This design comes from an exercise in tuning for small area, a short achievable clock period and few clock cycles on the open sky130 flow, not from production work. Only simulation tests tie the RTL to the original design; equivalence was not proved. Power and IR drop assume default switching activity.

### flow/run.sh
#!/bin/bash
# synth_recipe.tcl (not shown) runs the flow's synth.tcl, then flattens the netlist and writes it again
# the make line also repeats each setting of config.mk as NAME=value (left out here)
make -C /OpenROAD-flow-scripts/flow DESIGN_CONFIG=/design/flow/config.mk WORK_HOME=/design/flow/orfs CLKGATE_MAP_FILE= SYNTH_SCRIPT=/design/flow/synth_recipe.tcl finish
### flow/design.v
module parameterized_fft #(
    parameter DATA_WIDTH = 16,
    parameter FFT_POINTS = 8,
    parameter LOG2_FFT_POINTS = $clog2(FFT_POINTS)
)(
    input wire clk,
    input wire rst_n,
    input wire start,
    input wire [DATA_WIDTH-1:0] data_in_real,
    input wire [DATA_WIDTH-1:0] data_in_imag,
    input wire data_valid_in,
    output reg data_ready,
    output wire [(DATA_WIDTH*FFT_POINTS)-1:0] data_out_real,
    output wire [(DATA_WIDTH*FFT_POINTS)-1:0] data_out_imag,
    output reg data_valid_out,
    output reg busy
);
    reg [15:0] sr [0:7];
    reg [15:0] si [0:7];
    reg [15:0] xr, xi;
    genvar gk;
    generate for (gk = 0; gk < 8; gk = gk + 1) begin : g_out
        assign data_out_real[16*gk +: 16] = sr[gk];
        assign data_out_imag[16*gk +: 16] = si[gk];
    end endgenerate
    function [15:0] sat;
        input [16:0] v;
        sat = (v[16] ^ v[15]) ? {v[16], {15{~v[16]}}} : v[15:0];
    endfunction
    reg loading;             
    reg [2:0] cnt;           
    reg got;                 
    reg [2:0] gcnt;          
    reg [5:1] seq;           
    wire take = loading & data_valid_in;
    always @(posedge clk) begin
        xr <= data_in_real;
        xi <= data_in_imag;
        gcnt <= cnt;
    end
    always @(posedge clk or negedge rst_n) begin
        if (!rst_n) begin
            loading <= 1'b0;
            cnt <= 3'd0;
            got <= 1'b0;
            seq <= 5'd0;
            busy <= 1'b0;
            data_ready <= 1'b1;
            data_valid_out <= 1'b0;
        end else begin
            got <= take;
            seq <= {seq[4:1], k1};
            if (start) begin
                loading <= 1'b1;
                cnt <= 3'd0;
                busy <= 1'b1;
                data_valid_out <= 1'b0;
            end else if (take) begin
                cnt <= cnt + 3'd1;
                if (cnt == 3'd7) begin
                    loading <= 1'b0;
                    data_ready <= 1'b0;
                end
            end
            if (seq[5]) begin
                busy <= 1'b0;
                data_ready <= 1'b1;
                data_valid_out <= 1'b1;
            end
        end
    end
    wire k1 = got & (gcnt == 3'd7);
    wire [2:0] pre = {got & (gcnt == 3'd6), got & (gcnt == 3'd5), got & (gcnt == 3'd4)};
    wire [3:0] ld = {4{got & ~gcnt[2]}} & {gcnt[1:0] == 2'd3, gcnt[1:0] == 2'd2, gcnt[1:0] == 2'd1, gcnt[1:0] == 2'd0};
    function [63:0] bfly;
        input [15:0] ar, ai, br, bi;
        input w0, w2;
        reg [15:0] tr, ti;
        reg cr, ci, sw;
        reg [16:0] s1r, s1i, s2r, s2i;
        reg [15:0] o1r, o1i, o2r, o2i;
        begin
            tr = w2 ? bi : ((w0 & ~br[15] & (|br)) ? br - 16'd1 : br);
            ti = w2 ? br : ((w0 & ~bi[15] & (|bi)) ? bi - 16'd1 : bi);
            cr = ~w2 & w0 & (br == 16'h8000);
            ci = ~w2 & w0 & (bi == 16'h8000);
            sw = w2 & (br != 16'h8000);
            s1r = {ar[15], ar} + {tr[15], tr} + {16'd0, cr};
            s2r = {ar[15], ar} + {~tr[15], ~tr} + {16'd0, ~cr};
            s1i = {ai[15], ai} + {ti[15], ti} + {16'd0, ci};
            s2i = {ai[15], ai} + {~ti[15], ~ti} + {16'd0, ~ci};
            o1r = sat(s1r); o2r = sat(s2r);
            o1i = sw ? sat(s2i) : sat(s1i);
            o2i = sw ? sat(s1i) : sat(s2i);
            bfly = {o1r, o1i, o2r, o2i};
        end
    endfunction
    wire u_k1 = k1, u_k2 = seq[1], u_k3 = seq[2], u_k4 = seq[3];
    wire u_en = u_k1 | u_k2 | u_k3 | u_k4 | (|pre);
    wire [15:0] uar = (pre[0] | u_k1 | u_k3) ? sr[0] : ((pre[1] | u_k2) ? sr[4] : sr[2]);
    wire [15:0] uai = (pre[0] | u_k1 | u_k3) ? si[0] : ((pre[1] | u_k2) ? si[4] : si[2]);
    wire [15:0] ubr = u_k1 ? sr[2] : ((u_k2 | u_k4) ? sr[6] : (u_k3 ? sr[4] : xr));
    wire [15:0] ubi = u_k1 ? si[2] : ((u_k2 | u_k4) ? si[6] : (u_k3 ? si[4] : xi));
    wire [63:0] uo = bfly(uar, uai, ubr, ubi, 1'b1, u_k4);
    wire [7:0] u_top = {1'b0, 1'b0, 1'b0, pre[1] | u_k2, 1'b0, pre[2] | u_k4, 1'b0, pre[0] | u_k1 | u_k3};
    wire [7:0] u_bot = {1'b0, u_k2 | u_k4, pre[1], u_k3, pre[2], u_k1, pre[0], 1'b0};
    wire v_k1 = k1, v_k2 = seq[1], v_k3 = seq[2], v_k5 = seq[4], v_k6 = seq[5];
    wire v_en = v_k1 | v_k2 | v_k3 | v_k5 | v_k6;
    wire [15:0] var_ = v_k1 ? sr[6] : (v_k2 ? sr[5] : ((v_k3 | v_k5) ? sr[1] : sr[3]));
    wire [15:0] vai  = v_k1 ? si[6] : (v_k2 ? si[5] : ((v_k3 | v_k5) ? si[1] : si[3]));
    wire [15:0] vbr = v_k1 ? xr : ((v_k2 | v_k6) ? sr[7] : (v_k3 ? sr[3] : sr[5]));
    wire [15:0] vbi = v_k1 ? xi : ((v_k2 | v_k6) ? si[7] : (v_k3 ? si[3] : si[5]));
    wire [63:0] vo = bfly(var_, vai, vbr, vbi, v_k1, v_k2 | v_k3);
    wire [7:0] v_top = {1'b0, v_k1, v_k2, 1'b0, v_k6, 1'b0, v_k3 | v_k5, 1'b0};
    wire [7:0] v_bot = {v_k1 | v_k2 | v_k6, 1'b0, v_k5, 1'b0, v_k3, 1'b0, 1'b0, 1'b0};
    reg [16:0] ma, mb;
    reg mw3;
    wire pa_w3 = seq[3];
    wire [15:0] pre_ = pa_w3 ? sr[7] : sr[5];
    wire [15:0] pim = pa_w3 ? si[7] : si[5];
    wire [15:0] px = pa_w3 ? ~pre_ : pre_;
    wire [15:0] py = pa_w3 ? ~pim : pim;
    always @(posedge clk) begin
        if (seq[2] | seq[3]) begin
            ma <= {pim[15], pim} + {px[15], px} + {16'd0, pa_w3};
            mb <= {~pre_[15], ~pre_} + {py[15], py} + 17'd1;
            mw3 <= pa_w3;
        end
    end
    wire [30:0] ea = {{14{ma[16]}}, ma};
    wire [30:0] eb = {{14{mb[16]}}, mb};
    wire [30:0] kc = mw3 ? 31'd23170 : 31'd0;
    wire [30:0] p1 = (ea << 14) + (ea << 12) + (ea << 11) + (ea << 9) + (ea << 7) + (ea << 1);
    wire [30:0] p2 = (eb << 14) + (eb << 12) + (eb << 11) + (eb << 9) + (eb << 7) + (eb << 1) + kc;
    wire [7:0] p_dst = {seq[4], 1'b0, seq[3], 5'b0};
    wire [7:0] ld_dst = {1'b0, ld[3], 1'b0, ld[1], 1'b0, ld[2], 1'b0, ld[0]};
    integer k;
    always @(posedge clk) begin
        for (k = 0; k < 8; k = k + 1) begin
            if (ld_dst[k]) begin sr[k] <= xr; si[k] <= xi; end
            if (u_top[k]) begin sr[k] <= uo[63:48]; si[k] <= uo[47:32]; end
            if (u_bot[k]) begin sr[k] <= uo[31:16]; si[k] <= uo[15:0]; end
            if (v_top[k]) begin sr[k] <= vo[63:48]; si[k] <= vo[47:32]; end
            if (v_bot[k]) begin sr[k] <= vo[31:16]; si[k] <= vo[15:0]; end
            if (p_dst[k]) begin sr[k] <= p1[30:15]; si[k] <= p2[30:15]; end
        end
    end
endmodule
### flow/config.mk
export PLATFORM = sky130hd
export DESIGN_NAME = parameterized_fft
export DESIGN_NICKNAME = parameterized_fft
export VERILOG_FILES = /design/flow/design.v
export SDC_FILE = /design/flow/constraint.sdc
export NUM_CORES = 4
export LEC_CHECK = 0
export CAP_MARGIN = 20
export CORE_MARGIN = 2
export CORE_UTILIZATION = 40
export SLEW_MARGIN = 20
### flow/constraint.sdc
create_clock -name core_clock -period 25.0 [get_ports {clk}]
set_input_delay 5.0000 -clock core_clock [delete_from_list [all_inputs] [get_ports {clk}]]
set_output_delay 5.0000 -clock core_clock [all_outputs]
set_load 0.01 [all_outputs]
==> summary.json <==
{
  "grt_pass1_wl_um": 236000,
  "cts_resized": 0,
  "drive_above_1_share_pct": 6.73,
  "synth_adder_area_share_pct": 17.0,
  "antenna_found_initial": 13,
  "hpwl_after_dpl_um": 126000,
  "cts.path.max_buffers": 3,
  "coreArea_mm2": 0.0900,
  "clock_insertion_delay_worst_skew_ps": 630,
  "synth_seq_area_share_pct": 26.9,
  "worstHoldPathType": "reg2reg",
  "final-setup-viol-count": 0,
  "number_of_global_route_vias_before_repair": 32500,
  "leakagePower_nw": 16.5,
  "vdd_drop_max_mv": 0.0546,
  "power.density_cell_area_mw_per_mm2": 40.0,
  "cts-buffers-inserted": 44,
  "dieWidth_um": 305,
  "dp.cells": 5582,
  "yosys-mux-area-fraction_pct": 6.34,
  "rsz0062_at_grt": "false",
  "clock_sink_count": 339,
  "synth_edf_count": 291,
  "final.period_utilization_pct": 34.9,
  "yosys_register_bits": 339,
  "chipHeight_um": 305,
  "hold_slack_ps": 396,
  "regToRegSetupSlack_ps": 16270,
  "grtUsageTotal_pct": 34.6,
  "stdcell_area_mm2": 0.0417,
  "utilization_pct": 46.4,
  "criticalPathCategory": "reg2reg",
  "avgViaCountPerCell": 6.26,
  "synthesis.nets": 4728,
  "drt_drc_violations_left": 0,
  "worst-endpoint-arrival_ps": 9120,
  "finalWeightedCongestion": 0.999,
  "timing.max_slew.rel_slack_pct": 16.0,
  "placed_area_mm2": 0.0402,
  "hold_viol_final": 0,
  "die_area_mm2": 0.0933,
  "detail_route.iter0.violations": 4754,
  "layout.cells.non_filler": 5670,
  "run_status": "no timing/DRC/antenna violations",
  "routed-via-count": 35500,
  "num-nets-final": 4873,
  "synth_top_family_by_area": "compound AO/OA/AOI/OAI gates",
  "cts.root.buffer_cell": "sky130_fd_sc_hd__clkbuf_16",
  "tritoncts": "built",
  "yosys_most_used_dff": "sky130_fd_sc_hd__edfxtp_1",
  "sw_frac_of_total_pct": 31.0,
  "wl_um": 166000,
  "rows": 110,
  "ys_async_sr_fraction_pct": 3.83,
  "switching_power_mw": 0.516,
  "grt_remaining_overflow": 0,
  "io_pins": 295,
  "crit_path_max_fanout": 49,
  "cts.clk_slew.worst_paths_ps": 70,
  "htreeDepth": 2,
  "largest_net_degree_at_the_start_of_global_routing": 138,
  "post_synthesis_cell_area_mm2": 0.0363,
  "initial_utilization_pct": 40.4,
  "number_of_buffers_added_for_setup_after_cts": 0,
  "cellInternalPower_mw": 1.15,
  "fraction_of_the_mapped_netlist_area_in_compound_gates_pct": 22.4,
  "ctsHoldBuffers": 0,
  "drt-wirelength-per-cell_um": 29.4,
  "firstDrtPassIters": 6,
  "critPathCaptureType": "flip-flop",
  "maxClockFrequency_ghz": 0.114,
  "timing.max_cap.violations": 0,
  "synthesis.yosys.warnings": 3,
  "postSynthAreaPerCell_um2": 8.44,
  "crit_path_time_final_ps": 8730,
  "area_delta_synth_final_pct": 14.9,
  "drv_slew": 0,
  "buffer_ports.inserted": 294,
  "fin_tns_setup_ps": 0,
  "power.combinational.fraction_pct": 19.8,
  "startpoint_type_of_the_worst_setup_path": "flip-flop",
  "critical_path_required_ps": 25380,
  "tightest_slew_ps": 1230,
  "share_clk_of_total_power_pct": 40.8,
  "flop_pwr_share_pct": 39.4,
  "synth_cells": 4307,
  "yosys.area_share.xor_xnor_pct": 4.91,
  "ant_nets": 0,
  "clock-skew-final_ps": 43.9,
  "synth-simple-area-share_pct": 16.2,
  "unique_cell_type_count_in_the_yosys_netlist": 127
}
per-stage QoR:
step	worst slack, ps	power [mW]
floorplan	18640	0.862
global placement	16480	0.985
detailed placement	16410	0.986
CTS	16340	1.66
global route	16070	1.71
finish	16270	1.67
cell usage after synthesis, drive strengths merged (17+ instances only):
cell      n  area, um2
clkbuf  166        626
a31oi    58        384
a21o     77        586
o31ai    24        195
and2     17        106
nor2    520       1970
mux2i   151       1540
buf      89        592
edfxtp  291       8740
o21a     74        563
nand4    27        200
nand2   460       1730
nor3     59        300
a21oi   391       1960
nand3    41        210
fa      133       2660
a22oi    17        128
or2      18        115
mux2     65        762
xnor2   140       1230
xor2     63        559
and3     19        124
a21boi   22        169
nor2b    50        313
inv     270       1010
ha      252       3150
maj3     38        380
dfxtp    35        701
or3      29        186
o21bai   24        180
a211oi   56        448
nand2b   35        226
o211ai   32        250
o22ai    43        300
o21ai   323       1620
final cells by class:
| cell class | instances | area (um2) |
|---|---|---|
| Multi-Input combinational cell | 3442 | 24500 |
| Fill cell | 8877 | 48300 |
| Tap cell | 1176 | 1470 |
| Timing Repair Buffer | 354 | 3410 |
| Antenna cell | 6 | 15.0 |
| Sequential cell | 339 | 9780 |
| Inverter | 271 | 1020 |
| Clock inverter | 24 | 285 |
| Clock buffer | 58 | 1240 |
sequential cells by signal, summed over array words and instances (netlist names):
name	flops
busy	1
cnt	3
data_ready	1
data_valid_out	1
gcnt	3
got	1
loading	1
ma	17
mb	17
mw3	1
seq	5
si	128
sr	128
xi	16
xr	16
critical path, stage by stage, from the launching register on:
cell	delay, ps
sky130_fd_sc_hd__dfrtp_4	810
sky130_fd_sc_hd__or2_4	810
sky130_fd_sc_hd__o21ai_0	240
sky130_fd_sc_hd__mux2i_2	640
sky130_fd_sc_hd__o211ai_2	310
sky130_fd_sc_hd__or3_4	480
sky130_fd_sc_hd__o21a_1	320
sky130_fd_sc_hd__xnor2_1	210
sky130_fd_sc_hd__o21a_1	190
sky130_fd_sc_hd__inv_1	80
sky130_fd_sc_hd__fa_1	450
sky130_fd_sc_hd__fa_1	480
sky130_fd_sc_hd__nor2b_1	170
sky130_fd_sc_hd__o21ai_1	200
sky130_fd_sc_hd__o211ai_1	160
sky130_fd_sc_hd__a311o_1	430
sky130_fd_sc_hd__a21oi_1	840
sky130_fd_sc_hd__a21oi_1	430
sky130_fd_sc_hd__maj3_1	660
sky130_fd_sc_hd__nor2_1	160
sky130_fd_sc_hd__a211oi_1	50
sky130_fd_sc_hd__a221o_1	280
metal layers:
layer	track usage [%]	wire (um)
met4	16.5	9750
met1	48.0	67900
met5	0	110
met2	49.4	67500
met3	9.69	21200
worst paths after layout:
check                                        start                   to  cells after the start
worst min-delay path            cnt[1]$_DFFE_PN0P_      gcnt[1]$_DFF_P_                      0
worst min register to register  cnt[1]$_DFFE_PN0P_      gcnt[1]$_DFF_P_                      0
worst max register to register    seq[3]$_DFF_PN0_  sr[5][11]$_DFFE_PP_                     21
max in group asynchronous                    rst_n     seq[3]$_DFF_PN0_                      1
min in group asynchronous                    rst_n   cnt[0]$_DFFE_PN0P_                      1
worst max-delay path              seq[3]$_DFF_PN0_  sr[5][11]$_DFFE_PP_                     21
layout by cell type, fill, tap and decap left out, types with 38 or more instances in the layout:
cell,netlist,final
sky130_fd_sc_hd__ha_1,252,252
sky130_fd_sc_hd__a31oi_1,56,56
sky130_fd_sc_hd__mux2i_1,147,146
sky130_fd_sc_hd__fa_1,133,133
sky130_fd_sc_hd__inv_1,265,264
sky130_fd_sc_hd__xnor2_1,140,140
sky130_fd_sc_hd__clkbuf_16,0,46
sky130_fd_sc_hd__mux2_2,47,47
sky130_fd_sc_hd__nand3_1,40,40
sky130_fd_sc_hd__o22ai_1,38,38
sky130_fd_sc_hd__clkdlybuf4s50_1,0,294
sky130_fd_sc_hd__nand2_1,458,458
sky130_fd_sc_hd__a211oi_1,52,52
sky130_fd_sc_hd__nor3_1,58,58
sky130_fd_sc_hd__nor2b_1,50,49
sky130_fd_sc_hd__nor2_1,517,512
sky130_fd_sc_hd__o21a_1,73,73
sky130_fd_sc_hd__buf_4,7,59
sky130_fd_sc_hd__a21oi_1,390,390
sky130_fd_sc_hd__a21o_1,76,76
sky130_fd_sc_hd__maj3_1,38,38
sky130_fd_sc_hd__xor2_1,62,61
sky130_fd_sc_hd__edfxtp_1,291,291
sky130_fd_sc_hd__o21ai_0,299,293
logic make-up after synthesis:
group                    after synthesis
adder cells (fa/ha/maj)              423
AND/OR/NAND/NOR                     1323
XOR/XNOR                             203
multiplexers                         216
AO/OA/AOI/OAI                       1277
buffers and inverters                526
flip-flops                           339
power groups by stage:
stage	clock, mW	sequential [mW]	combinational [mW]
floorplan	0	0.661	0.201
global placement	0	0.667	0.318
detailed placement	0	0.667	0.319
CTS	0.680	0.655	0.321
global route	0.700	0.656	0.352
finish	0.680	0.657	0.331
Testbench counts, summed over its fixed seeds: cycles 4,808.

## separate check: timing with driven ports
In the flow no input, the clock included, has a driving cell. The finished layout below was timed again as built, in two steps. Step 1: set_driving_cell puts a clkbuf_16 on clk and a buf_2 on each other input, an assumption about the parent block. Step 2 moves the port delays by t, midway between the first and last clock arrival at a register: inputs arrive t later, outputs are due t later. That takes back most of the time a late clock gives input paths. Three values: ideal, step 1, step 2; two values: the first two.
shift t [ns]: 0.672
setup slack, ns: 16.266 / 16.266 / 16.266
worst slew at a driven data input, ns: 0.05
After both steps setup and hold are still met in this run. For this run, drivers alone change the setup slack by 0.000 ns; drivers and shift together by 0.000 ns.
